Background: an optimization exercise with open tools, aiming at small area. Do not read the settings as production practice. Function was checked by simulation only, so behaviour that the tests miss may differ from the original. Power figures rest on the tool's default switching activity, not on a simulated workload.

`design/flow/design.v`:
```
module alu (a, b, func, c_in, out, neg, zero, ovfl, c_out);
  input [31:0] a;
  input [31:0] b;
  input [3:0] func;
  input c_in;
  output reg c_out;
  output reg [31:0] out;
  output zero, neg, ovfl;
  wire [31:0] sum;
  wire [31:0] bn;
  wire unsigned_op, subtract, add_cout, sgn, unsgn;
  always @ (*) begin
  c_out = 1'b0;
  case(func)
    4'b0000,
    4'b0001,
    4'b0010,
    4'b0011: begin
      out = sum;
      c_out = add_cout;
    end
    4'b0100: begin
      c_out = 0;
      out = a & b;
    end
    4'b0101: begin
      c_out = 0;
      out = a | b;
    end
    4'b0110: begin
      c_out = 0;
      out = a ^ b;
    end
    4'b1010: begin
      {c_out,out} = a << b;
    end
    4'b1000: begin
      out = a >> b;
    end
    4'b1001: begin
      out = a >>> b;
    end
    4'b1011: begin
      out = {a[7:0],a[15:8],a[23:16],a[31:24]};
    end
    4'b1100: begin
      out = {{25{a[7]}}, a[6:0]};
    end
    4'b1101: begin
      out = {{17{a[15]}}, a[14:0]};
    end
    4'b1110: begin
      out = {24'b0, a[7:0]};
    end
    4'b1111: begin
      out = {16'b0, a[15:0]};
    end
    default: begin
      c_out = 0; out = a;
    end
  endcase
  end
  assign subtract = (func == 4'b0010) || (func == 4'b0011);
  assign unsigned_op = (func == 4'b0011) || (func == 4'b0001);
  assign bn = (subtract? ~b: b);
  assign {add_cout, sum} = a+bn+(subtract | c_in);
  assign zero = ~(|sum);
  assign sgn  = (sum[31]? (~a[31])&(~bn[31]): a[31]&bn[31] );
  assign unsgn = add_cout^subtract;
  assign ovfl = (unsigned_op ? unsgn : sgn);
  assign neg = (unsigned_op ? unsgn : sum[31]);
endmodule
module rf(a0, a1, write_reg, data_in, we,q0, q1, clk, rst);
  input [3:0] a0, a1, write_reg;
  input [31:0] data_in;
  output [31:0] q0, q1;
  input clk, rst, we;
  reg [31:0] r[0:14];
  always @ (posedge clk) begin
    if (rst) begin
      r[0] <= 31'b0;
      r[1] <= 31'b0;
      r[2] <= 31'b0;
      r[3] <= 31'b0;
      r[4] <= 31'b0;
      r[5] <= 31'b0;
      r[6] <= 31'b0;
      r[7] <= 31'b0;
      r[8] <= 31'b0;
      r[9] <= 31'b0;
      r[10] <= 31'b0;
      r[11] <= 31'b0;
      r[12] <= 31'b0;
      r[13] <= 31'b0;
      r[14] <= 31'b0;
    end else if (we && write_reg != 4'hf) begin
      r[write_reg] <= data_in;
    end
  end
  assign q0 = (a0 == 4'hf) ? 32'b0 : r[a0];
  assign q1 = (a1 == 4'hf) ? 32'b0 : r[a1];
endmodule
module conditional_branch(instruction_encoding, flags, taken) ;
  input [31:0] instruction_encoding;
  input [3:0] flags;
  output reg taken;
  wire n_flag = flags[3];
  wire z_flag = flags[2];
  wire c_flag = flags[1];
  wire v_flag = flags[0];
always @ (*)
  case (instruction_encoding[11:8])
    4'b0000: begin
      if (z_flag == 1'b1) begin  
        taken = 1;
      end else begin
        taken = 0;
      end
    end
    4'b0001: begin
      if (z_flag == 1'b0) begin  
        taken = 1;
      end else begin
        taken = 0;
      end
    end
    4'b0010: begin
      if (c_flag == 1'b1) begin  
        taken = 1;
      end else begin
        taken = 0;
      end
    end
    4'b0011: begin
      if (c_flag == 1'b0) begin  
        taken = 1;
      end else begin
        taken = 0;
      end
    end
    4'b0100: begin
      if (n_flag == 1'b1) begin  
        taken = 1;
      end else begin
        taken = 0;
      end
    end
    4'b0101: begin
      if (n_flag == 1'b0) begin  
        taken = 1;
      end else begin
        taken = 0;
      end
    end
    4'b0110: begin
      if (v_flag == 1'b1) begin  
        taken = 1;
      end else begin
        taken = 0;
      end
    end
    4'b0111: begin
      if (v_flag == 1'b0) begin  
        taken = 1;
      end else begin
        taken = 0;
      end
    end
    4'b1000: begin
      if ((c_flag == 1'b1) && (z_flag == 1'b0)) begin  
        taken = 1;
      end else begin
        taken = 0;
      end
    end
    4'b1001: begin
      if ((c_flag == 1'b0) || (z_flag == 1'b1)) begin  
        taken = 1;
      end else begin
        taken = 0;
      end
    end
    4'b1010: begin
      if (v_flag == n_flag) begin  
        taken = 1;
      end else begin
        taken = 0;
      end
    end
    4'b1011: begin
      if (v_flag != n_flag) begin  
        taken = 1;
      end else begin
        taken = 0;
      end
    end
    4'b1100: begin
      if ((z_flag == 1'b0) && (v_flag == n_flag)) begin  
        taken = 1;
      end else begin
        taken = 0;
      end
    end
    4'b1101: begin
      if ((z_flag == 1'b1) && (v_flag != n_flag)) begin  
        taken = 1;
      end else begin
        taken = 0;
      end
    end
    4'b1110: begin
        taken = 1;
    end
    4'b1111: begin
        taken = 1;
    end
    default: begin
        taken = 0;
    end
  endcase
endmodule
module push_fsm (clk, rst, active, register_list, base_register, dmem_write_enable, rf_read_0, rf_read_1, rf_write, rf_write_enable, alu_control, alu_input_0, alu_input_1, rf_data_in_select, dmem_byte_enable, done, push_pop, save_new_pc_from_dmem_out);
  parameter IDLE = 7'b0000001, INIT = 7'b0000010, SHIFT_PUSHLIST = 7'b0000100, DEC_SP = 7'b0001000, STOREREG = 7'b0010000,  DONE = 7'b0100000, INC_SP = 7'b1000000;
  input clk, rst, active, push_pop;
  input [15:0] register_list;
  input [3:0] base_register;
  output reg [3:0] rf_read_0, rf_read_1, rf_write;
  output reg [3:0] dmem_byte_enable;
  output reg [2:0] alu_control;
  output reg rf_write_enable, dmem_write_enable;
  output reg [31:0] alu_input_0, alu_input_1;
  output reg [1:0] rf_data_in_select;
  output reg done;
  output reg save_new_pc_from_dmem_out;
  reg [15:0] push_list, new_push_list;
  reg [3:0] reg_num, new_reg_num;
  reg [6:0] state, next_state;
  integer i;
  always @ (*) begin :FSM_COMBO
    case(state)
      IDLE: if(active == 1'b1) begin
              next_state = INIT;
            end else begin
              next_state = IDLE;
            end
      INIT: if (push_list == 16'b0) begin
              next_state = DONE;
            end else if (push_list[0] == 1'b0) begin
              next_state = SHIFT_PUSHLIST;
            end else if (push_list[0] == 1'b1 && push_pop ==1'b1) begin
              next_state = DEC_SP;
            end else begin
              next_state = STOREREG;
            end
      SHIFT_PUSHLIST: if (push_list == 16'b0) begin
                        next_state = DONE;
                      end else if (push_list[0] == 1'b0) begin
                        next_state = SHIFT_PUSHLIST;
                      end else if(push_list[0] == 1'b1 && push_pop == 1'b1) begin
                        next_state = DEC_SP;
                      end else begin
                        next_state = STOREREG;
                      end
      DEC_SP: next_state = STOREREG;
      INC_SP: next_state = SHIFT_PUSHLIST;
      STOREREG: if (push_pop == 1'b1) begin
                  next_state = SHIFT_PUSHLIST;
                end else begin
                  next_state = INC_SP;
                end
      DONE: next_state = IDLE;
      default: next_state = IDLE;
    endcase
  end
  always @ (posedge clk) begin: FSM_SEQ
    if(rst == 1'b1) begin
      state <= IDLE;
      push_list <= 16'b0;
    end else begin
      state <= next_state;
      push_list <= new_push_list;
      reg_num <= new_reg_num;
    end
  end
  always @ (*) begin : OUTPUT_LOGIC
    i = 0;
      case (state)
        IDLE: begin
          new_reg_num = push_pop ? -1 : 0;
          if (push_pop == 1'b1) begin
            new_push_list = register_list;
          end else begin
            for (i = 0; i < 16; i = i+1) begin
              new_push_list[i] = register_list[15-i];  
            end
          end
          dmem_byte_enable = 4'b0;
          rf_read_0 = 4'b0;
          rf_read_1 = 4'b0;
          rf_write = 4'b0;
          alu_control = 3'b0;
          rf_write_enable = 1'b0;
          dmem_write_enable = 1'b0;
          alu_input_0 = 32'b0;
          alu_input_1 = 32'b0;
          rf_data_in_select = 2'b0;
          done = 1'b0;
          save_new_pc_from_dmem_out = 1'b0;
        end
        INIT: begin
          new_reg_num = -1;
          new_push_list = register_list;
          dmem_byte_enable = 4'b0;
          rf_read_0 = 4'b0;
          rf_read_1 = 4'b0;
          rf_write = 4'b0;
          alu_control = 3'b0;
          rf_write_enable = 1'b0;
          dmem_write_enable = 1'b0;
          alu_input_0 = 32'b0;
          alu_input_1 = 32'b0;
          rf_data_in_select = 2'b0;
          done = 1'b0;
          save_new_pc_from_dmem_out = 1'b0;
        end
        SHIFT_PUSHLIST: begin
          new_reg_num = push_pop ? reg_num + 1 : reg_num - 1;
          new_push_list = {1'b0, push_list[15:1]};
          dmem_byte_enable = 4'b0;
          rf_read_0 = 4'b0;
          rf_read_1 = 4'b0;
          rf_write = 4'b0;
          alu_control = 3'b0;
          rf_write_enable = 1'b0;
          dmem_write_enable = 1'b0;
          alu_input_0 = 32'b0;
          alu_input_1 = 32'b0;
          rf_data_in_select = 2'b0;
          done = 1'b0;
          save_new_pc_from_dmem_out = 1'b0;
        end
        DEC_SP: begin
          new_reg_num = reg_num;
          new_push_list = push_list;
          dmem_byte_enable = 4'b0;
          rf_read_0 = base_register;
          rf_read_1 = 4'b0;
          rf_write = base_register;
          alu_control = 4'b0011;
          rf_write_enable = 1'b1;
          dmem_write_enable = 1'b0;
          alu_input_0 = 32'b0;
          alu_input_1 = 32'd4;
          rf_data_in_select = 2'b10;
          done = 1'b0;
          save_new_pc_from_dmem_out = 1'b0;
        end
        INC_SP: begin
          new_reg_num = reg_num;
          new_push_list = push_list;
          dmem_byte_enable = 4'b0;
          rf_read_0 = base_register;
          rf_read_1 = 4'b0;
          rf_write = base_register;
          alu_control = 4'b0001;
          rf_write_enable = 1'b1;
          dmem_write_enable = 1'b0;
          alu_input_0 = 32'b0;
          alu_input_1 = 32'd4;
          rf_data_in_select = 2'b10;
          done = 1'b0;
          save_new_pc_from_dmem_out = 1'b0;
        end
        STOREREG: begin
          new_reg_num = reg_num;
          new_push_list = push_list;
          dmem_byte_enable = 4'hf;
          rf_read_0 = base_register;
          rf_read_1 = reg_num;
          rf_write = push_pop ? 4'bx : reg_num;
          alu_control = 3'b0;
          rf_write_enable = ~push_pop ;  
          dmem_write_enable = push_pop;  
          alu_input_0 = 32'b0;
          alu_input_1 = 32'b0;
          rf_data_in_select = 2'b0;
          done = 1'b0;
          save_new_pc_from_dmem_out = (reg_num == 4'hf) & (push_pop == 1'b0) & (push_list != 0);
        end
        DONE: begin
          new_reg_num = reg_num;
          new_push_list = push_list;
          dmem_byte_enable = 4'b0;
          rf_read_0 = 4'b0;
          rf_read_1 = 4'b0;
          rf_write = 4'b0;
          alu_control = 3'b0;
          rf_write_enable = 1'b0;
          dmem_write_enable = 1'b0;
          alu_input_0 = 32'b0;
          alu_input_1 = 32'b0;
          rf_data_in_select = 2'b0;
          done = 1'b1;
          save_new_pc_from_dmem_out = 1'b0;
        end
        default: begin
          new_reg_num = -1;
          new_push_list = 16'b0;
          dmem_byte_enable = 4'b0;
          rf_read_0 = 4'b0;
          rf_read_1 = 4'b0;
          rf_write = 4'b0;
          alu_control = 3'b0;
          rf_write_enable = 1'b0;
          dmem_write_enable = 1'b0;
          alu_input_0 = 32'b0;
          alu_input_1 = 32'b0;
          rf_data_in_select = 2'b0;
          done = 1'b0;
          save_new_pc_from_dmem_out = 1'b0;
        end
      endcase
  end
endmodule
module control(clk, rst, instruction_encoding, rf_read_0, rf_read_1, rf_write, rf_write_enable, rf_data_in_select, alu_input_0, alu_input_1, alu_control, rf_out_0, rf_out_1, pc, new_pc_select, immediate, dmem_byte_enable, dmem_write_enable, dmem_create_dump, dmem_out_byte_select, force_stall_in_decode, flags, alu_carry_in, save_new_pc_from_dmem_out) ;
  input clk, rst;
  input [3:0] flags;
  input [31:0] instruction_encoding, rf_out_0, rf_out_1, pc;
  output reg [3:0] rf_read_0, rf_read_1, rf_write;
  output reg [3:0] alu_control;
  output reg rf_write_enable, dmem_write_enable, dmem_create_dump;
  output reg [31:0] alu_input_0, alu_input_1, immediate;
  output reg [2:0] new_pc_select;
  output reg [1:0] rf_data_in_select, dmem_out_byte_select;
  output reg [3:0] dmem_byte_enable;
  output reg force_stall_in_decode;
  output reg alu_carry_in;
  output save_new_pc_from_dmem_out;
  reg push_fsm_active, push_fsm_push_pop;
  reg [15:0] push_fsm_register_list;
  reg [3:0] push_fsm_base_register;
  wire push_fsm_dmem_write_enable, push_fsm_rf_write_enable, push_fsm_done, branch_taken;
  wire [3:0] push_fsm_rf_read_0, push_fsm_rf_read_1, push_fsm_rf_write;
  wire [2:0] push_fsm_alu_control;
  wire [31:0] push_fsm_alu_input_0, push_fsm_alu_input_1;
  wire [31:0] push_fsm_new_pc;
  wire [1:0] push_fsm_rf_data_in_select;
  wire [3:0] push_fsm_dmem_byte_enable;
push_fsm pfsm (.clk(clk), .rst(rst), .active(push_fsm_active),
               .register_list(push_fsm_register_list),
               .base_register(push_fsm_base_register),
               .dmem_write_enable(push_fsm_dmem_write_enable),
               .rf_read_0(push_fsm_rf_read_0),
               .rf_read_1(push_fsm_rf_read_1),
               .rf_write(push_fsm_rf_write),
               .rf_write_enable(push_fsm_rf_write_enable),
               .alu_control(push_fsm_alu_control),
               .alu_input_0(push_fsm_alu_input_0),
               .alu_input_1(push_fsm_alu_input_1),
               .rf_data_in_select(push_fsm_rf_data_in_select),
               .dmem_byte_enable(push_fsm_dmem_byte_enable),
               .done(push_fsm_done), 
               .push_pop(push_fsm_push_pop),
               .save_new_pc_from_dmem_out(save_new_pc_from_dmem_out));
conditional_branch branch_decision_logic(.instruction_encoding(instruction_encoding),
                                         .flags(flags), .taken(branch_taken)) ;
  always @ (*) begin
    rf_write = 4'b0;
    alu_control = 4'b0000;
    rf_write_enable = 1'b0;
    alu_input_1 = 32'b0;
    rf_data_in_select = 2'b0;
    casex(instruction_encoding)
      32'bxxxxxxxxxxxxxxxx011xxxxxxxxxxxxx: begin
        push_fsm_base_register = 4'b0;
        alu_carry_in = 1'b0;
        dmem_create_dump = 1'b0;
        push_fsm_register_list = 16'b0;
        push_fsm_active = 1'b0;
        force_stall_in_decode = 1'b0;
        dmem_write_enable = ~instruction_encoding[11];  
        new_pc_select = 3'b000;
        rf_read_0 = {1'b0, instruction_encoding[5:3]};
        rf_read_1 = {1'b0, instruction_encoding[2:0]};
        rf_write = {1'b0,instruction_encoding[2:0]};
        rf_write_enable = instruction_encoding[11];  
        alu_control = 4'b0000;
        alu_input_0 = rf_out_0;
        if(instruction_encoding[12] == 1'b0) begin
          alu_input_1 = {25'b0,instruction_encoding[10:6],2'b0};  
          dmem_byte_enable = 4'hf;
          dmem_out_byte_select = 2'b0;
        end else begin
          alu_input_1 = {27'b0,instruction_encoding[10:6]} & 32'hfffffffc;  
          dmem_byte_enable = (1<<instruction_encoding[7:6]);
          dmem_out_byte_select = instruction_encoding[7:6];
        end
        rf_data_in_select = 2'b0;
        immediate = 32'b0;
        push_fsm_push_pop = 1'b0;
      end
      32'bxxxxxxxxxxxxxxxx01001xxxxxxxxxxx: begin
        push_fsm_base_register = 4'b0;
        alu_carry_in = 1'b0;
        dmem_create_dump = 1'b0;
        push_fsm_register_list = 16'b0;
        push_fsm_active = 1'b0;
        force_stall_in_decode = 1'b0;
        dmem_out_byte_select = 2'b0;
        dmem_write_enable = 0;
        dmem_byte_enable = 4'hf;
        new_pc_select = 3'b000;
        rf_read_0 = 4'b0;
        rf_read_1 = 4'b0;
        rf_write = {1'b0,instruction_encoding[10:8]};
        rf_write_enable = 1;
        alu_control = 4'b0001;
        alu_input_0 = ((pc & 32'hfffffffc) + 32'h4);
        alu_input_1 = {22'b0,instruction_encoding[7:0],2'b0};
        rf_data_in_select = 2'b0;
        immediate = 32'b0;
        push_fsm_push_pop = 1'b0;
        end
      32'bxxxxxxxxxxxxxxxx1011010xxxxxxxxx: begin
        push_fsm_base_register = 4'd13;
        alu_carry_in = 1'b0;
        dmem_create_dump = 1'b0;
        push_fsm_register_list = {1'b0, instruction_encoding[8], 6'b0, instruction_encoding[7:0]};
        push_fsm_active = 1'b1;
        force_stall_in_decode = ~push_fsm_done;
        dmem_out_byte_select = 2'b0;
        dmem_write_enable = push_fsm_dmem_write_enable;
        dmem_byte_enable = push_fsm_dmem_byte_enable;
        new_pc_select = 3'b000;
        rf_read_0 = push_fsm_rf_read_0;
        rf_read_1 = push_fsm_rf_read_1;
        rf_write = push_fsm_rf_write;
        rf_write_enable = push_fsm_rf_write_enable;
        alu_control = push_fsm_alu_control;
        alu_input_0 = rf_out_0;
        alu_input_1 = push_fsm_alu_input_1;
        rf_data_in_select = push_fsm_rf_data_in_select;
        immediate = 32'b0;
        push_fsm_push_pop = 1'b1;
        end
      32'bxxxxxxxxxxxxxxxx1011110xxxxxxxxx: begin
        push_fsm_base_register = 4'd13;
        alu_carry_in = 1'b0;
        dmem_create_dump = 1'b0;
        push_fsm_register_list = {instruction_encoding[8], 7'b0, instruction_encoding[7:0]};
        push_fsm_active = 1'b1;
        force_stall_in_decode = ~push_fsm_done;
        dmem_out_byte_select = 2'b0;
        dmem_write_enable = push_fsm_dmem_write_enable;
        dmem_byte_enable = push_fsm_dmem_byte_enable;
        new_pc_select = instruction_encoding[8] ? 3'b110 :3'b000;
        rf_read_0 = push_fsm_rf_read_0;
        rf_read_1 = push_fsm_rf_read_1;
        rf_write = push_fsm_rf_write;
        rf_write_enable = push_fsm_rf_write_enable;
        alu_control = push_fsm_alu_control;
        alu_input_0 = rf_out_0;
        alu_input_1 = push_fsm_alu_input_1;
        rf_data_in_select = push_fsm_rf_data_in_select;
        immediate = 32'b0;
        push_fsm_push_pop = 1'b0;
        end
      32'bxxxxxxxxxxxxxxxx001xxxxxxxxxxxxx: begin
        push_fsm_base_register = 4'b0;
        alu_carry_in = 1'b0;
        dmem_create_dump = 1'b0;
        push_fsm_register_list = 16'b0;
        push_fsm_active = 1'b0;
        push_fsm_push_pop = 1'b0;
        force_stall_in_decode = 1'b0;
        dmem_out_byte_select = 2'b0;
        dmem_write_enable = 0;
        dmem_byte_enable = 4'b0;
        new_pc_select = 3'b000;
        rf_read_1 = {4'b0};
        rf_read_0 = {1'b0,instruction_encoding[10:8]};
        alu_input_0 = rf_out_0;
        immediate = {24'b0, instruction_encoding[7:0]};
        if (instruction_encoding[12:11] == 2'b00) begin  
          alu_input_1 = 32'b0;
          rf_data_in_select = 2'b11;  
          rf_write = {1'b0,instruction_encoding[10:8]};
          alu_control = 4'b0000;
          rf_write_enable = 1;
        end else if (instruction_encoding[12:11] == 2'b01) begin  
          alu_input_1 = immediate;
          rf_data_in_select = 2'b0;
          rf_write = {4'b0};
          alu_control = 4'b0010;
          rf_write_enable = 0;
        end else if (instruction_encoding[12:11] == 2'b10) begin  
          alu_input_1 = immediate;
          rf_data_in_select = 2'b10;
          rf_write = {1'b0,instruction_encoding[10:8]};
          alu_control = 4'b0000;
          rf_write_enable = 1;
        end else if (instruction_encoding[12:11] == 2'b11) begin  
          alu_input_1 = immediate;
          rf_data_in_select = 2'b10;
          rf_write = {1'b0,instruction_encoding[10:8]};
          alu_control = 4'b0010;
          rf_write_enable = 1;
        end
        end
      32'bxxxxxxxxxxxxxxxx000110xxxxxxxxxx: begin
        push_fsm_base_register = 4'b0;
        alu_carry_in = 1'b0;
        dmem_create_dump = 1'b0;
        push_fsm_register_list = 16'b0;
        push_fsm_active = 1'b0;
        push_fsm_push_pop = 1'b0;
        force_stall_in_decode = 1'b0;
        dmem_out_byte_select = 2'b0;
        dmem_write_enable = 0;
        dmem_byte_enable = 4'b0;
        new_pc_select = 3'b000;
        rf_write = {1'b0,instruction_encoding[2:0]};
        rf_read_1 = {1'b0,instruction_encoding[8:6]};
        rf_read_0 = {1'b0,instruction_encoding[5:3]};
        rf_write_enable = 1;
        alu_input_0 = rf_out_0;
        alu_input_1 = rf_out_1;
        rf_data_in_select = 2'b10;
        immediate = 32'b0;
        if (instruction_encoding[9] == 1'b0) begin  
          alu_control = 4'b0000;
        end else if (instruction_encoding[9] == 1'b1) begin  
          alu_control = 4'b0010;
        end
        end
      32'bxxxxxxxxxxxxxxxx1010xxxxxxxxxxxx: begin
        push_fsm_base_register = 4'b0;
        alu_carry_in = 1'b0;
        dmem_create_dump = 1'b0;
        push_fsm_register_list = 16'b0;
        push_fsm_active = 1'b0;
        push_fsm_push_pop = 1'b0;
        force_stall_in_decode = 1'b0;
        dmem_out_byte_select = 2'b0;
        dmem_write_enable = 0;
        dmem_byte_enable = 4'b0;
        new_pc_select = 3'b000;
        rf_write = {1'b0,instruction_encoding[10:8]};
        rf_read_1 = 4'b0;
        rf_read_0 = 13;
        rf_write_enable = 1;
        alu_input_0 = instruction_encoding[11] ? rf_out_0 : pc;
        alu_input_1 = {22'b0,instruction_encoding[7:0],2'b00};
        rf_data_in_select = 2'b10;
        immediate = 32'b0;
        alu_control = 4'b0000;
        end
      32'bxxxxxxxxxxxxxxxx1001xxxxxxxxxxxx: begin
        push_fsm_base_register = 4'b0;
        alu_carry_in = 1'b0;
        dmem_create_dump = 1'b0;
        push_fsm_register_list = 16'b0;
        push_fsm_active = 1'b0;
        push_fsm_push_pop = 1'b0;
        force_stall_in_decode = 1'b0;
        dmem_out_byte_select = 2'b0;
        dmem_write_enable = ~instruction_encoding[11];
        dmem_byte_enable = 4'hf;
        new_pc_select = 3'b000;
        rf_write = {1'b0,instruction_encoding[10:8]};
        rf_read_1 = {1'b0,instruction_encoding[10:8]};
        rf_read_0 = 13;  
        rf_write_enable = instruction_encoding[11];
        alu_input_0 = rf_out_0;
        alu_input_1 = {22'b0,instruction_encoding[7:0],2'b00};
        rf_data_in_select = 2'b00;
        immediate = 32'b0;
        alu_control = 4'b0001;
      end
      32'bxxxxxxxxxxxxxxxx000111xxxxxxxxxx: begin
        push_fsm_base_register = 4'b0;
        alu_carry_in = 1'b0;
        dmem_create_dump = 1'b0;
        push_fsm_register_list = 16'b0;
        push_fsm_active = 1'b0;
        push_fsm_push_pop = 1'b0;
        force_stall_in_decode = 1'b0;
        dmem_out_byte_select = 2'b0;
        dmem_write_enable = 0;
        dmem_byte_enable = 4'b0;
        new_pc_select = 3'b000;
        rf_write = {1'b0,instruction_encoding[2:0]};
        rf_read_1 = 4'b0;
        rf_read_0 = {1'b0,instruction_encoding[5:3]};
        rf_write_enable = 1;
        alu_input_0 = rf_out_0;
        alu_input_1 = { 29'b0, instruction_encoding[8:6]};
        rf_data_in_select = 2'b10;
        immediate = 32'b0;
        if (instruction_encoding[9] == 1'b0) begin  
          alu_control = 4'b0000;
        end else if (instruction_encoding[9] == 1'b1) begin  
          alu_control = 4'b0010;
        end
        end
      32'bxxxxxxxxxxxxxxxx000xxxxxxxxxxxxx: begin
        push_fsm_base_register = 4'b0;
        push_fsm_push_pop = 1'b0;
        alu_carry_in = 1'b0;
        if(instruction_encoding[12:11] == 2'b00) begin
          dmem_create_dump = 1'b0;
          push_fsm_register_list = 16'b0;
          push_fsm_active = 1'b0;
          force_stall_in_decode = 1'b0;
          dmem_out_byte_select = 2'b0;
          dmem_write_enable = 0;
          dmem_byte_enable = 4'b0;
          new_pc_select = 3'b000;
          rf_read_0 = {1'b0,instruction_encoding[5:3]};
          rf_read_1 = 4'b0;
          rf_write = {1'b0,instruction_encoding[2:0]};
          rf_write_enable = 1;
          alu_control = 4'b1010;
          alu_input_0 = rf_out_0;
          alu_input_1 = {27'b0,instruction_encoding[10:6]};
          rf_data_in_select = 2'b10;
          immediate = 32'b0;
        end else if (instruction_encoding[12:11] == 2'b01) begin
          dmem_create_dump = 1'b0;
          push_fsm_register_list = 16'b0;
          push_fsm_active = 1'b0;
          force_stall_in_decode = 1'b0;
          dmem_out_byte_select = 2'b0;
          dmem_write_enable = 0;
          dmem_byte_enable = 4'b0;
          new_pc_select = 3'b000;
          rf_read_0 = {1'b0,instruction_encoding[5:3]};
          rf_read_1 = 4'b0;
          rf_write = {1'b0,instruction_encoding[2:0]};
          rf_write_enable = 1;
          alu_control = 4'b1000;
          alu_input_0 = rf_out_0;
          alu_input_1 = {27'b0,instruction_encoding[10:6]};
          rf_data_in_select = 2'b10;
          immediate = 32'b0;
        end else if (instruction_encoding[12:11] == 2'b10) begin
          dmem_create_dump = 1'b0;
          push_fsm_register_list = 16'b0;
          push_fsm_active = 1'b0;
          force_stall_in_decode = 1'b0;
          dmem_out_byte_select = 2'b0;
          dmem_write_enable = 0;
          dmem_byte_enable = 4'b0;
          new_pc_select = 3'b000;
          rf_read_0 = {1'b0,instruction_encoding[5:3]};
          rf_read_1 = 4'b0;
          rf_write = {1'b0,instruction_encoding[2:0]};
          rf_write_enable = 1;
          alu_control = 4'b1001;
          alu_input_0 = rf_out_0;
          alu_input_1 = {27'b0,instruction_encoding[10:6]};
          rf_data_in_select = 2'b10;
          immediate = 32'b0;
        end else begin
          dmem_create_dump = 1'b0;
          push_fsm_register_list = 16'b0;
          push_fsm_active = 1'b0;
          force_stall_in_decode = 1'b0;
          dmem_out_byte_select = 2'b0;
          dmem_write_enable = 1'b0;
          dmem_byte_enable = 4'b0;
          new_pc_select = 3'b000;
          rf_read_0 = {1'b0,instruction_encoding[5:3]};
          rf_read_1 = 4'b0;
          rf_write = {1'b0,instruction_encoding[2:0]};
          rf_write_enable = 1'b0;
          alu_control = 4'b1001;
          alu_input_0 = 32'b0;
          alu_input_1 = 32'b0;
          rf_data_in_select = 2'b0;
          immediate = 32'b0;
        end
      end
      32'bxxxxxxxxxxxxxxxx010000xxxxxxxxxx: begin
        push_fsm_base_register = 4'b0;
        alu_carry_in = 1'b0;
        dmem_create_dump = 1'b0;
        push_fsm_register_list = 16'b0;
        push_fsm_active = 1'b0;
        push_fsm_push_pop = 1'b0;
        force_stall_in_decode = 1'b0;
        dmem_out_byte_select = 2'b0;
        dmem_write_enable = 1'b0;
        dmem_byte_enable = 4'b0;
        new_pc_select = 3'b000;
        rf_write = {1'b0,instruction_encoding[2:0]};
        rf_read_0 = {1'b0,instruction_encoding[2:0]};
        rf_read_1 = {1'b0,instruction_encoding[5:3]};
        rf_write_enable = 1'b1;
        alu_input_0 = rf_out_0;
        alu_input_1 = rf_out_1;
        rf_data_in_select = 2'b10;
        immediate = 32'b0;
        alu_control = 4'b0;
        if(instruction_encoding[9:6] == 4'b0000) begin
          alu_control = 4'b0100;
        end else if (instruction_encoding[9:6] == 4'b0001) begin
          alu_control = 4'b0110;
        end else if (instruction_encoding[9:6] == 4'b0010) begin
          alu_control = 4'b1010;
        end else if (instruction_encoding[9:6] == 4'b0011) begin
          alu_control = 4'b1000;
        end else if (instruction_encoding[9:6] == 4'b0100) begin
          alu_control = 4'b1001;
        end else if (instruction_encoding[9:6] == 4'b0101) begin
          alu_carry_in = flags[1];
          alu_control = 4'b0000;
        end else if (instruction_encoding[9:6] == 4'b0110) begin
        end else if (instruction_encoding[9:6] == 4'b0111) begin
        end else if (instruction_encoding[9:6] == 4'b1000) begin
        end else if (instruction_encoding[9:6] == 4'b1001) begin  
          alu_control = 4'b0010;
          alu_input_0 = 32'b0;
          alu_input_1 = rf_out_1;
        end else if (instruction_encoding[9:6] == 4'b1010) begin
          alu_control = 4'b0010;
          rf_write_enable = 1'b0;
        end else if (instruction_encoding[9:6] == 4'b1011) begin
        end else if (instruction_encoding[9:6] == 4'b1100) begin
          alu_control = 4'b0101;
        end else if (instruction_encoding[9:6] == 4'b1101) begin
        end else if (instruction_encoding[9:6] == 4'b1110) begin
        end else if (instruction_encoding[9:6] == 4'b1111) begin
        end
      end
      32'bxxxxxxxxxxxxxxxx01000111xxxxxxxx: begin
        push_fsm_base_register = 4'b0;
        push_fsm_push_pop = 1'b0;
        alu_carry_in = 1'b0;
        dmem_create_dump = 1'b0;
        push_fsm_register_list = 16'b0;
        push_fsm_active = 1'b0;
        force_stall_in_decode = 1'b0;
        dmem_out_byte_select = 2'b0;
        dmem_write_enable = 0;
        dmem_byte_enable = 4'b0;
        rf_read_0 = instruction_encoding[6:3];  
        rf_read_1 = 4'b0;
        rf_write = 4'b0;  
        rf_write_enable = 1'b0;
        alu_control = 4'b0;
        alu_input_0 = 32'b0;
        alu_input_1 = 32'b0;
        rf_data_in_select = 2'b11;
        immediate = (pc + 4) | 1 ;  
        new_pc_select = 3'b010;
      end
      32'bxxxxxxxxxxxxxxxx010001xxxxxxxxxx: begin
        push_fsm_base_register = 4'b0;
        alu_carry_in = 1'b0;
        dmem_create_dump = 1'b0;
        push_fsm_register_list = 16'b0;
        push_fsm_active = 1'b0;
        push_fsm_push_pop = 1'b0;
        force_stall_in_decode = 1'b0;
        dmem_out_byte_select = 2'b0;
        dmem_write_enable = 0;
        dmem_byte_enable = 4'b0;
        new_pc_select = 3'b000;
        rf_write = {instruction_encoding[7],instruction_encoding[2:0]};
        rf_read_0 = instruction_encoding[6:3];
        rf_read_1 = 4'b0;
        immediate = 32'b0;
        if (instruction_encoding[9:8] == 2'b10) begin  
          rf_write_enable = 1'b1;
          alu_control = 4'b0000;
          alu_input_0 = rf_out_0;
          alu_input_1 = rf_out_1;
          rf_data_in_select = 2'b01;
        end else if (instruction_encoding[9:8] == 2'b00) begin  
          rf_read_1 = {instruction_encoding[7],instruction_encoding[2:0]};
          rf_write_enable = 1'b1;
          alu_control = 4'b0000;
          alu_input_0 = rf_out_0;
          alu_input_1 = rf_out_1;
          rf_data_in_select = 2'b10;
        end else if (instruction_encoding[9:8] == 2'b01) begin  
          rf_read_1 = {instruction_encoding[7],instruction_encoding[2:0]};
          rf_write_enable = 1'b0;
          alu_control = 4'b0010;
          alu_input_0 = rf_out_0;
          alu_input_1 = rf_out_1;
          rf_data_in_select = 2'b0;
        end else begin
          rf_read_1 = 4'b0;
          rf_write_enable = 1'b0;
          alu_control = 4'b0010;
          alu_input_0 = 32'b0;
          alu_input_1 = 32'b0;
          rf_data_in_select = 2'b0;
        end
        end
      32'bxxxxxxxxxxxxxxxx10111010xxxxxxxx: begin
        push_fsm_base_register = 4'b0;
        alu_carry_in = 1'b0;
        dmem_create_dump = 1'b0;
        push_fsm_register_list = 16'b0;
        push_fsm_active = 1'b0;
        push_fsm_push_pop = 1'b0;
        force_stall_in_decode = 1'b0;
        dmem_out_byte_select = 2'b0;
        dmem_write_enable = 0;
        dmem_byte_enable = 4'h0;
        new_pc_select = 3'b000;
        rf_read_0 = {1'b0,instruction_encoding[5:3]};
        rf_read_1 = 4'b0;
        rf_write = {1'b0,instruction_encoding[2:0]};
        rf_write_enable = 1'b1;
        alu_control = 4'b1011;
        alu_input_0 = rf_out_0;
        alu_input_1 = 32'b0;
        rf_data_in_select = 2'b10;
        immediate = 32'b0;
      end
      32'bxxxxxxxxxxxxxxxx10110010xxxxxxxx: begin
        push_fsm_base_register = 4'b0;
        alu_carry_in = 1'b0;
        dmem_create_dump = 1'b0;
        push_fsm_register_list = 16'b0;
        push_fsm_active = 1'b0;
        push_fsm_push_pop = 1'b0;
        force_stall_in_decode = 1'b0;
        dmem_out_byte_select = 2'b0;
        dmem_write_enable = 0;
        dmem_byte_enable = 4'h0;
        new_pc_select = 3'b000;
        rf_read_0 = {1'b0,instruction_encoding[5:3]};
        rf_read_1 = 4'b0;
        rf_write = {1'b0,instruction_encoding[2:0]};
        rf_write_enable = 1'b1;
        alu_input_0 = rf_out_0;
        alu_input_1 = 32'b0;
        rf_data_in_select = 2'b10;
        immediate = 32'b0;
        if(instruction_encoding[7:6] == 2'b00) begin  
          alu_control = 4'b1101;
        end else if (instruction_encoding[7:6] == 2'b01) begin  
          alu_control = 4'b1100;
        end else if (instruction_encoding[7:6] == 2'b10) begin  
          alu_control = 4'b1111;
        end else if (instruction_encoding[7:6] == 2'b11) begin  
          alu_control = 4'b1110;
        end 
      end
      32'bxxxxxxxxxxxxxxxx10110000xxxxxxxx: begin
        push_fsm_base_register = 4'b0;
        alu_carry_in = 1'b0;
        dmem_create_dump = 1'b0;
        push_fsm_register_list = 16'b0;
        push_fsm_active = 1'b0;
        push_fsm_push_pop = 1'b0;
        force_stall_in_decode = 1'b0;
        dmem_out_byte_select = 2'b0;
        dmem_write_enable = 0;
        dmem_byte_enable = 4'b0;
        new_pc_select = 3'b000;
        rf_write = 4'd13;  
        rf_read_1 = 4'b0;
        rf_read_0 = 4'd13;
        rf_write_enable = 1;
        alu_input_0 = rf_out_0;
        alu_input_1 = {23'b0,instruction_encoding[6:0], 2'b0};
        rf_data_in_select = 2'b10;
        immediate = 32'b0;
        if (instruction_encoding[7] == 1'b1) begin  
          alu_control = 4'b0010;
        end else begin
          alu_control = 4'b0000;
        end
        end
      32'bxxxxxxxxxxxxxxxx1011111100100000: begin
        push_fsm_base_register = 4'b0;
        alu_carry_in = 1'b0;
        dmem_create_dump = 1'b1;
        push_fsm_register_list = 16'b0;
        push_fsm_active = 1'b0;
        push_fsm_push_pop = 1'b0;
        force_stall_in_decode = 1'b0;
        dmem_out_byte_select = 2'b0;
        dmem_write_enable = 0;
        dmem_byte_enable = 4'b0;
        new_pc_select = 3'b000;
        rf_read_0 = 4'b0000;
        rf_read_1 = 4'b0000;
        rf_write = 0000;
        rf_write_enable = 1'b0;
        alu_control = 4'b0000;
        alu_input_0 = rf_out_0;
        alu_input_1 = rf_out_1;
        rf_data_in_select = 2'b0;
        immediate = 32'b0;
        end
      32'bxxxxxxxxxxxxxxxx11100xxxxxxxxxxx: begin
        push_fsm_base_register = 4'b0;
        alu_carry_in = 1'b0;
        dmem_create_dump = 1'b0;
        push_fsm_register_list = 16'b0;
        push_fsm_active = 1'b0;
        push_fsm_push_pop = 1'b0;
        force_stall_in_decode = 1'b0;
        dmem_out_byte_select = 2'b0;
        dmem_write_enable = 0;
        dmem_byte_enable = 4'h0;
        new_pc_select = 3'b011;
        rf_read_0 = 4'b0;
        rf_read_1 = 4'b0;
        rf_write = 4'b0;
        rf_write_enable = 1'b0;
        alu_control = 4'b0000;
        alu_input_0 = 32'b0;
        alu_input_1 = 32'b0;
        rf_data_in_select = 2'b0;
        immediate = 32'b0;
      end
      32'bxxxxxxxxxxxxxxxx1101xxxxxxxxxxxx: begin
        push_fsm_base_register = 4'b0;
        alu_carry_in = 1'b0;
        dmem_create_dump = 1'b0;
        push_fsm_register_list = 16'b0;
        push_fsm_active = 1'b0;
        push_fsm_push_pop = 1'b0;
        force_stall_in_decode = 1'b0;
        dmem_out_byte_select = 2'b0;
        dmem_write_enable = 0;
        dmem_byte_enable = 4'h0;
        rf_read_0 = 4'b0;
        rf_read_1 = 4'b0;
        rf_write = 4'b0;
        rf_write_enable = 1'b0;
        alu_control = 4'b0000;
        alu_input_0 = 32'b0;
        alu_input_1 = 32'b0;
        rf_data_in_select = 2'b0;
        immediate = 32'b0;
        if(branch_taken == 1'b1) begin
          new_pc_select = 3'b100;
        end else begin
          new_pc_select = 3'b000;
        end
      end
      32'b11xxxxxxxxxxxxxx11110xxxxxxxxxxx: begin
        push_fsm_base_register = 4'b0;
        alu_carry_in = 1'b0;
        dmem_create_dump = 1'b0;
        push_fsm_register_list = 16'b0;
        push_fsm_active = 1'b0;
        push_fsm_push_pop = 1'b0;
        force_stall_in_decode = 1'b0;
        dmem_out_byte_select = 2'b0;
        dmem_write_enable = 0;
        dmem_byte_enable = 4'b0;
        rf_read_0 = 4'b0;
        rf_read_1 = 4'b0;
        rf_write = 4'd14;  
        rf_write_enable = 1'b1;
        alu_control = 4'b0;
        alu_input_0 = 32'b0;
        alu_input_1 = 32'b0;
        rf_data_in_select = 2'b11;
        immediate = (pc + 4) | 1 ;  
        new_pc_select = 3'b101;
        end
      default: begin
        push_fsm_base_register = 4'b0;
        alu_carry_in = 1'b0;
        dmem_create_dump = 1'b0;
        push_fsm_register_list = 16'b0;
        push_fsm_active = 1'b0;
        push_fsm_push_pop = 1'b0;
        force_stall_in_decode = 1'b0;
        dmem_out_byte_select = 2'b0;
        dmem_write_enable = 0;
        dmem_byte_enable = 4'b0;
        new_pc_select = 3'b000;
        rf_read_0 = 4'b0000;
        rf_read_1 = 4'b0000;
        rf_write = 4'b0000;
        rf_write_enable = 1'b0;
        alu_control = 4'b0000;
        alu_input_0 = rf_out_0;
        alu_input_1 = rf_out_1;
        rf_data_in_select = 2'b0;
        immediate = 32'b0;
        end
    endcase
  end
endmodule
module proc(clk, rst, imem_addr, imem_rdata, addr, data_out, dmem_be, dmem_we, dmem_rdata, io_en);
  input clk, rst;
  output wire [31:0] imem_addr;
  input  wire [31:0] imem_rdata;
  output wire [31:0] addr, data_out;
  output wire [3:0] dmem_be;
  output wire dmem_we;
  input  wire [31:0] dmem_rdata;
  output wire io_en;
  wire [31:0] instruction, dmem_out;
  wire [3:0] rf_read_0, rf_read_1, rf_write_reg;
  wire [31:0] rf_out_0, rf_out_1;
  wire rf_write_enable, alu_carry_in;
  wire [3:0] alu_ctrl;
  wire [31:0] alu_out, immediate;
  wire alu_c_out, alu_neg, alu_zero, alu_ovfl;
  wire [31:0] alu_input_0, alu_input_1;
  wire [1:0] rf_data_in_select;
  wire [3:0] newflags;
  wire [3:0] dmem_byte_enable;
  wire dmem_write_enable, dmem_create_dump;
  wire force_stall_in_decode;
  wire save_new_pc_from_dmem_out;
  reg [31:0] shifted_dmem_out;
  wire [1:0] dmem_out_byte_select;
  reg [31:0] new_pc;
  reg [31:0] new_pc_pop_register;
  wire [2:0] new_pc_select;
  reg [3:0] flags;  
  reg [31:0] pc;
  reg [31:0] rf_data_in;
  assign addr = alu_out;
  assign data_out = rf_out_1;
  assign io_en =  (|addr[31:24]) & dmem_write_enable;
  always @ (posedge clk) begin
    if(rst) begin
      pc <= 32'h0;
      new_pc_pop_register <= 32'b0;
      flags <= 0;
    end else if(force_stall_in_decode == 1'b0) begin
      pc <= new_pc;
      new_pc_pop_register <= save_new_pc_from_dmem_out ? shifted_dmem_out : new_pc_pop_register;
      flags <= newflags;
    end else begin
      pc <= pc;  
      new_pc_pop_register <= save_new_pc_from_dmem_out ? shifted_dmem_out : new_pc_pop_register;
    end
  end
  always @(*)
    case(new_pc_select)
    3'b000: begin
        new_pc = 2 + pc;
    end
    3'b001: begin
        new_pc = 4 + pc;
    end
    3'b010: begin
        new_pc = {rf_out_0[31:1] , 1'b0};  
    end
    3'b011: begin
        new_pc = pc + {{20{instruction[10]}}, instruction[10:0],1'b0} + 4;
    end
    3'b100: begin
        new_pc = pc + {{23{instruction[7]}}, instruction[7:0],1'b0} + 4;
    end
    3'b101: begin
        new_pc = 4 + pc + {{7{instruction[10]}}, instruction[10], ~(instruction[10] ^ instruction[29]),~(instruction[10] ^ instruction[27]), instruction[9:0], instruction[26:16], 1'b0};
    end
    3'b110: begin
        new_pc = {new_pc_pop_register[31:1], 1'b0};
    end
    default: begin
        new_pc = 32'b0;
    end
    endcase
  assign imem_addr = pc;
  assign instruction = imem_rdata;
  control decode_logic(.clk(clk),
                       .rst(rst),
                       .instruction_encoding(instruction),
                       .rf_read_0(rf_read_0),
                       .rf_read_1(rf_read_1),
                       .rf_write(rf_write_reg),
                       .rf_write_enable(rf_write_enable),
                       .rf_data_in_select(rf_data_in_select),
                       .alu_input_0(alu_input_0),
                       .alu_input_1(alu_input_1),
                       .alu_control(alu_ctrl),
                       .rf_out_0(rf_out_0),
                       .rf_out_1(rf_out_1),
                       .pc(pc),
                       .new_pc_select(new_pc_select),
                       .immediate(immediate),
                       .dmem_write_enable(dmem_write_enable),
                       .dmem_byte_enable(dmem_byte_enable),
                       .dmem_create_dump(dmem_create_dump),
                       .dmem_out_byte_select(dmem_out_byte_select),
                       .force_stall_in_decode(force_stall_in_decode),
                       .flags(flags), 
                       .alu_carry_in(alu_carry_in),
                       .save_new_pc_from_dmem_out(save_new_pc_from_dmem_out));
  rf register_file (.a0(rf_read_0), .a1(rf_read_1), .write_reg(rf_write_reg), .data_in(rf_data_in), .we(rf_write_enable), .q0(rf_out_0), .q1(rf_out_1), .clk(clk), .rst(rst));
  alu alu (.a(alu_input_0), .b(alu_input_1), .func(alu_ctrl), .c_in(alu_carry_in), .out(alu_out), .neg(alu_neg), .zero(alu_zero), .ovfl(alu_ovfl), .c_out(alu_c_out));
  assign newflags = {alu_neg, alu_zero, alu_c_out, alu_ovfl};
  assign dmem_out = dmem_rdata;
  assign dmem_be = dmem_byte_enable;
  assign dmem_we = dmem_write_enable;
  always @ (*)
    case(dmem_out_byte_select)
      2'b00: begin
        shifted_dmem_out = dmem_out;
      end
      2'b01: begin
        shifted_dmem_out = {8'b0, dmem_out[31:8]};
      end
      2'b10: begin
        shifted_dmem_out = {16'b0, dmem_out[31:16]};
      end
      2'b11: begin
        shifted_dmem_out = {24'b0,dmem_out[31:24]};
      end
      default: begin
        shifted_dmem_out = dmem_out;
      end
    endcase
  always @ (*)
    case(rf_data_in_select)
      2'b00: begin
        rf_data_in = shifted_dmem_out;
      end
      2'b01: begin
        rf_data_in = rf_out_0;
      end
      2'b10: begin
        rf_data_in = alu_out;
      end
      2'b11: begin
        rf_data_in = immediate;
      end
      default: begin
        rf_data_in = alu_out;
      end
    endcase
endmodule
```
`design/flow/run.sh`:
```
#!/bin/bash
# synth_recipe.tcl (not shown) runs the flow's synth.tcl, then flattens the netlist and writes it again
# the make line also repeats each setting of config.mk as NAME=value (left out here)
make -C /OpenROAD-flow-scripts/flow DESIGN_CONFIG=/design/flow/config.mk WORK_HOME=/design/flow/orfs CLKGATE_MAP_FILE= SYNTH_SCRIPT=/design/flow/synth_recipe.tcl finish
```
`design/flow/config.mk`:
```
export PLATFORM = sky130hd
export DESIGN_NAME = proc
export DESIGN_NICKNAME = proc
export VERILOG_FILES = /design/flow/design.v
export SDC_FILE = /design/flow/constraint.sdc
export NUM_CORES = 4
export LEC_CHECK = 0
export CAP_MARGIN = 20
export CORE_MARGIN = 2
export CORE_UTILIZATION = 40
export SLEW_MARGIN = 20
```
`design/flow/constraint.sdc`:
```
create_clock -name core_clock -period 22.0 [get_ports {clk}]
set_input_delay 4.4000 -clock core_clock [delete_from_list [all_inputs] [get_ports {clk}]]
set_output_delay 4.4000 -clock core_clock [all_outputs]
set_load 0.01 [all_outputs]
```
==> results.txt <==
-- placed cells by master, fill, tap and decap left out, types with 38 or more instances in the layout --
cell             instances
and2_1                  74
edfxtp_1               484
a22oi_1                 75
mux2_2                  54
nand2_1                496
clkdlybuf4s50_1        162
a21oi_1                363
nor3_1                 192
inv_1                  181
nor4_1                  51
o211ai_1               104
buf_4                  247
o22ai_1                 64
nand3_1                181
o221ai_1                46
nand4_1                 53
a21o_1                  52
a22o_1                  38
xor2_1                  79
ha_1                   233
or3_1                   41
nor2_1                 734
nand2b_1                46
mux2i_1                260
a221oi_1               106
a211oi_1                99
xnor2_1                113
o21ai_0                344
dfxtp_1                 90
clkbuf_16               70
-- layout make-up --
cell class	instances	area (µm²)	share of cell area [%]
Antenna cell	8	20.0	0.0358
Clock buffer	96	1870	3.34
Clock inverter	23	313	0.560
Inverter	190	713	1.28
Multi-Input combinational cell	4649	31100	55.6
Sequential cell	574	16300	29.2
Tap cell	1637	2050	3.66
Timing Repair Buffer	415	3530	6.32
-- kinds of logic (layout without fill, tap and decap cells) --
logic type                 after synthesis  in the layout  share of synthesized area, %
xor gates and xnor gates               193            193                          3.38
DFF                                    574            574                          32.6
buffers and inverters                  679            724                          6.25
AOI/OAI and AO/OA                     1778           1778                          24.9
and+or+nand+nor                       2097           2097                          19.7
adders and majority gates              238            238                          6.02
muxes                                  343            343                          7.18
other                                    0              8                             0
-- worst paths after layout --
check                              from  slack, ns  depth (start not counted)                       to
max                      imem_rdata[13]       1.63                         28                    io_en
min             new_pc_pop_register[30]       0.45                          2  new_pc_pop_register[30]
max reg2reg  decode_logic.pfsm.state[4]      11.56                         25  register_file.r[11][25]
min reg2reg     new_pc_pop_register[30]       0.45                          2  new_pc_pop_register[30]
-- stage by stage --
| stage | cells | hold WS [ns] | util, % | total power, mW | setup slack (ns) |
|---|---|---|---|---|---|
| finish | 7592 | 0.454 | 45.1 | 4.58 | 1.63 |
| global route | 7584 | 0.469 | 45.1 | 4.67 | 1.51 |
| CTS | 7583 | 0.453 | 45.0 | 4.46 | 2.13 |
| detailed placement | 7464 | 0.445 | 43.2 | 3.31 | 2.21 |
| global placement | 7462 | 0.438 | 43.2 | 3.31 | 2.19 |
| floorplan | 5902 | 0.431 | - | 2.38 | 5.22 |
-- metal layers --
metal / GRT usage [%] / vias up / wire, µm
met4: 27.1 / 6 / 22200
met1: 52.9 / 25806 / 101000
li1: - / 22256 / -
met5: 0 / - / 41
met3: 12.2 / 951 / 36500
met2: 58.5 / 4191 / 110000
-- critical path: stages --
cell             delay, ns
clkdlybuf4s50_1       0.96
and4b_1               0.75
and4_4                0.31
a221o_1               0.41
mux2_8                0.59
nor2_2                0.96
a221oi_1              0.30
or4_1                 0.65
nand2b_2              0.57
xnor2_1               0.29
fa_1                  0.51
a211oi_1              0.33
o21ai_0               0.23
a221o_1               0.41
a41oi_1               0.34
a21oi_1               0.17
a221o_1               0.41
a21oi_1               0.25
a31oi_1               0.19
a41oi_1               0.48
a21oi_1               0.24
nor2_1                0.14
nand3_1               0.09
a21oi_1               0.36
a211o_1               0.35
nor4_1                0.11
a21boi_0              0.43
clkdlybuf4s50_1       0.65
-- flip-flops by register name (all words and copies together) (netlist names) --
register,count
flags,4
new_pc_pop_register,31
pc,32
register_file.r,480
decode_logic.pfsm.reg_num,4
decode_logic.pfsm.state,7
decode_logic.pfsm.push_list,16
-- power groups by stage --
stage / clock [mW] / sequential [mW] / combinational, mW
2_1_floorplan: 0 / 1.27 / 1.11
3_3_place_gp: 0 / 1.28 / 2.02
4_1_cts: 1.16 / 1.26 / 2.04
3_5_place_dp: 0 / 1.28 / 2.03
5_1_grt: 1.20 / 1.27 / 2.20
6_report: 1.16 / 1.26 / 2.16
==> impl_metrics.env <==
export IMPL_numCtsBuffers=68
export IMPL_cts_setup_buffers=0
export IMPL_ys_seq_elements=574
export IMPL_synthArstFlopShare_pct=0
export IMPL_switching_share_pct=45.0
export IMPL_area_delta_synth_final_pct=11.6
export IMPL_endpoint_kind="output port"
export IMPL_max_freq_mhz=49.1
export IMPL_clkPwrFrac_pct=25.3
export IMPL_pwr_share_comb_pct=47.1
export IMPL_grt_usage_pct=40.8
export IMPL_cts_sinks=574
export IMPL_ir_worst_vdd_v=0.0000679
export IMPL_min_period_ns=20.37
export IMPL_place_area_um2=53600
export IMPL_internal_power_mw=2.52
export IMPL_synth_most_common_cell="nor2_1"
export IMPL_synth_largest_area_cell="edfxtp_1"
export IMPL_ys_seq_area_share_pct=32.6
export IMPL_finalClockSkew_ns=0.0399
export IMPL_drt_pass1_iter_count=7
export IMPL_antenna_found_initial=11
export IMPL_cts_tree="built"
export IMPL_ys_types=129
export IMPL_core_area_um2=124000
export IMPL_io_pins=168
export IMPL_startpoint_type="input port"
export IMPL_finalHoldViolCount=0
export IMPL_syn_area_per_cell_um2=8.48
export IMPL_cp_arrival_ns=15.97
export IMPL_nets=6202
export IMPL_hold_class="reg2reg"
export IMPL_p_per_area_nw_per_um2=82.0
export IMPL_slew_violations=0
export IMPL_switchingPower_mw=2.06
export IMPL_wl_per_cell_um=35.5
export IMPL_post_route_cell_area_um2=55900
export IMPL_dieWidth_um=358
export IMPL_synth_cells=5902
export IMPL_htreeDepth=3
export IMPL_synth_area_leaders="edfxtp_1 29%, ha_1 5.8%, nor2_1 5.6%, mux2i_1 5.2%, nand2_1 3.7%"
export IMPL_tns_ns=0
export IMPL_start_util_pct=40.4
export IMPL_fin_crit_sh_pct=92.6
export IMPL_syn_num_nets=6206
export IMPL_n_fill_cell=12308
export IMPL_synth_edf_count=484
export IMPL_final_antenna_net_count=0
export IMPL_yosysWarnings=6
export IMPL_worstMarginPinSlew_ns=1.35
export IMPL_drt_initial_drc_count=9385
export IMPL_required_ns=17.60
export IMPL_die_area_um2=128000
export IMPL_drv_cap=0
export IMPL_leakagePower_nw=20.9
export IMPL_fp_dieH_um=358
export IMPL_io_buffers=166
export IMPL_root_buffer="clkbuf_16"
export IMPL_vias=53210
export IMPL_seqPwrFrac_pct=27.6
export IMPL_routed_wl_um=270000
export IMPL_gp_congestion=1.09
export IMPL_relSlewSlack_pct=9.32
export IMPL_synth_ff_type="edfxtp_1"
export IMPL_rsz0062_at_grt="no"
export IMPL_path_clk_slew_ns=0.05
export IMPL_grt_pass1_wl_um=373000
export IMPL_cts_resized=0
export IMPL_setup_violations=0
export IMPL_dp_hpwl_um=193000
export IMPL_drive_above_1_share_pct=10.4
export IMPL_cp_max_fo=72
export IMPL_clock_latency_ns=0.68
export IMPL_rows=129
export IMPL_ctsHoldBuffers=0
export IMPL_criticalPathCategory="in2out"
export IMPL_synth_cell_area_um2=50100
export IMPL_yosys_area_top_type_share_pct=29.0
export IMPL_clk_path_buf_depth=3
export IMPL_grt_start_max_net_pins=83
export IMPL_viasPerCell=7.01
export IMPL_drc=0
export IMPL_synth_commonest_cells="744 x nor2_1, 497 x nand2_1, 484 x edfxtp_1, 368 x a21oi_1, 346 x o21ai_0"
export IMPL_grt_pass1_vias=48379
export IMPL_status="timing/DRC/antenna clean"
export IMPL_grt_overflow=0

-- static timing again, ports no longer ideal --
The results above use ideal ports. As a check the final layout listed here was re-extracted and re-timed, cells and wires unchanged.
Step 1 sets driving cells, clkbuf_16 on the clock port and buf_2 on the other inputs (assumed; they add their load-dependent delay and slew).
Step 2 moves the port delays by t, midway between the first and last clock arrival at a register: inputs arrive t later, outputs are due t later. That takes back most of the time a late clock gives input paths.
Three values: ideal ports, drivers, drivers and shift; two values: the first two.
t, ns: 0.736
setup WS [ns]: 1.632 / 1.580 / 1.580
slew at the worst register clock pin (ns): 0.08 / 0.08
After both steps this run still meets setup and hold. For this run, drivers alone change the setup slack by -0.052 ns; drivers and shift together by -0.052 ns.
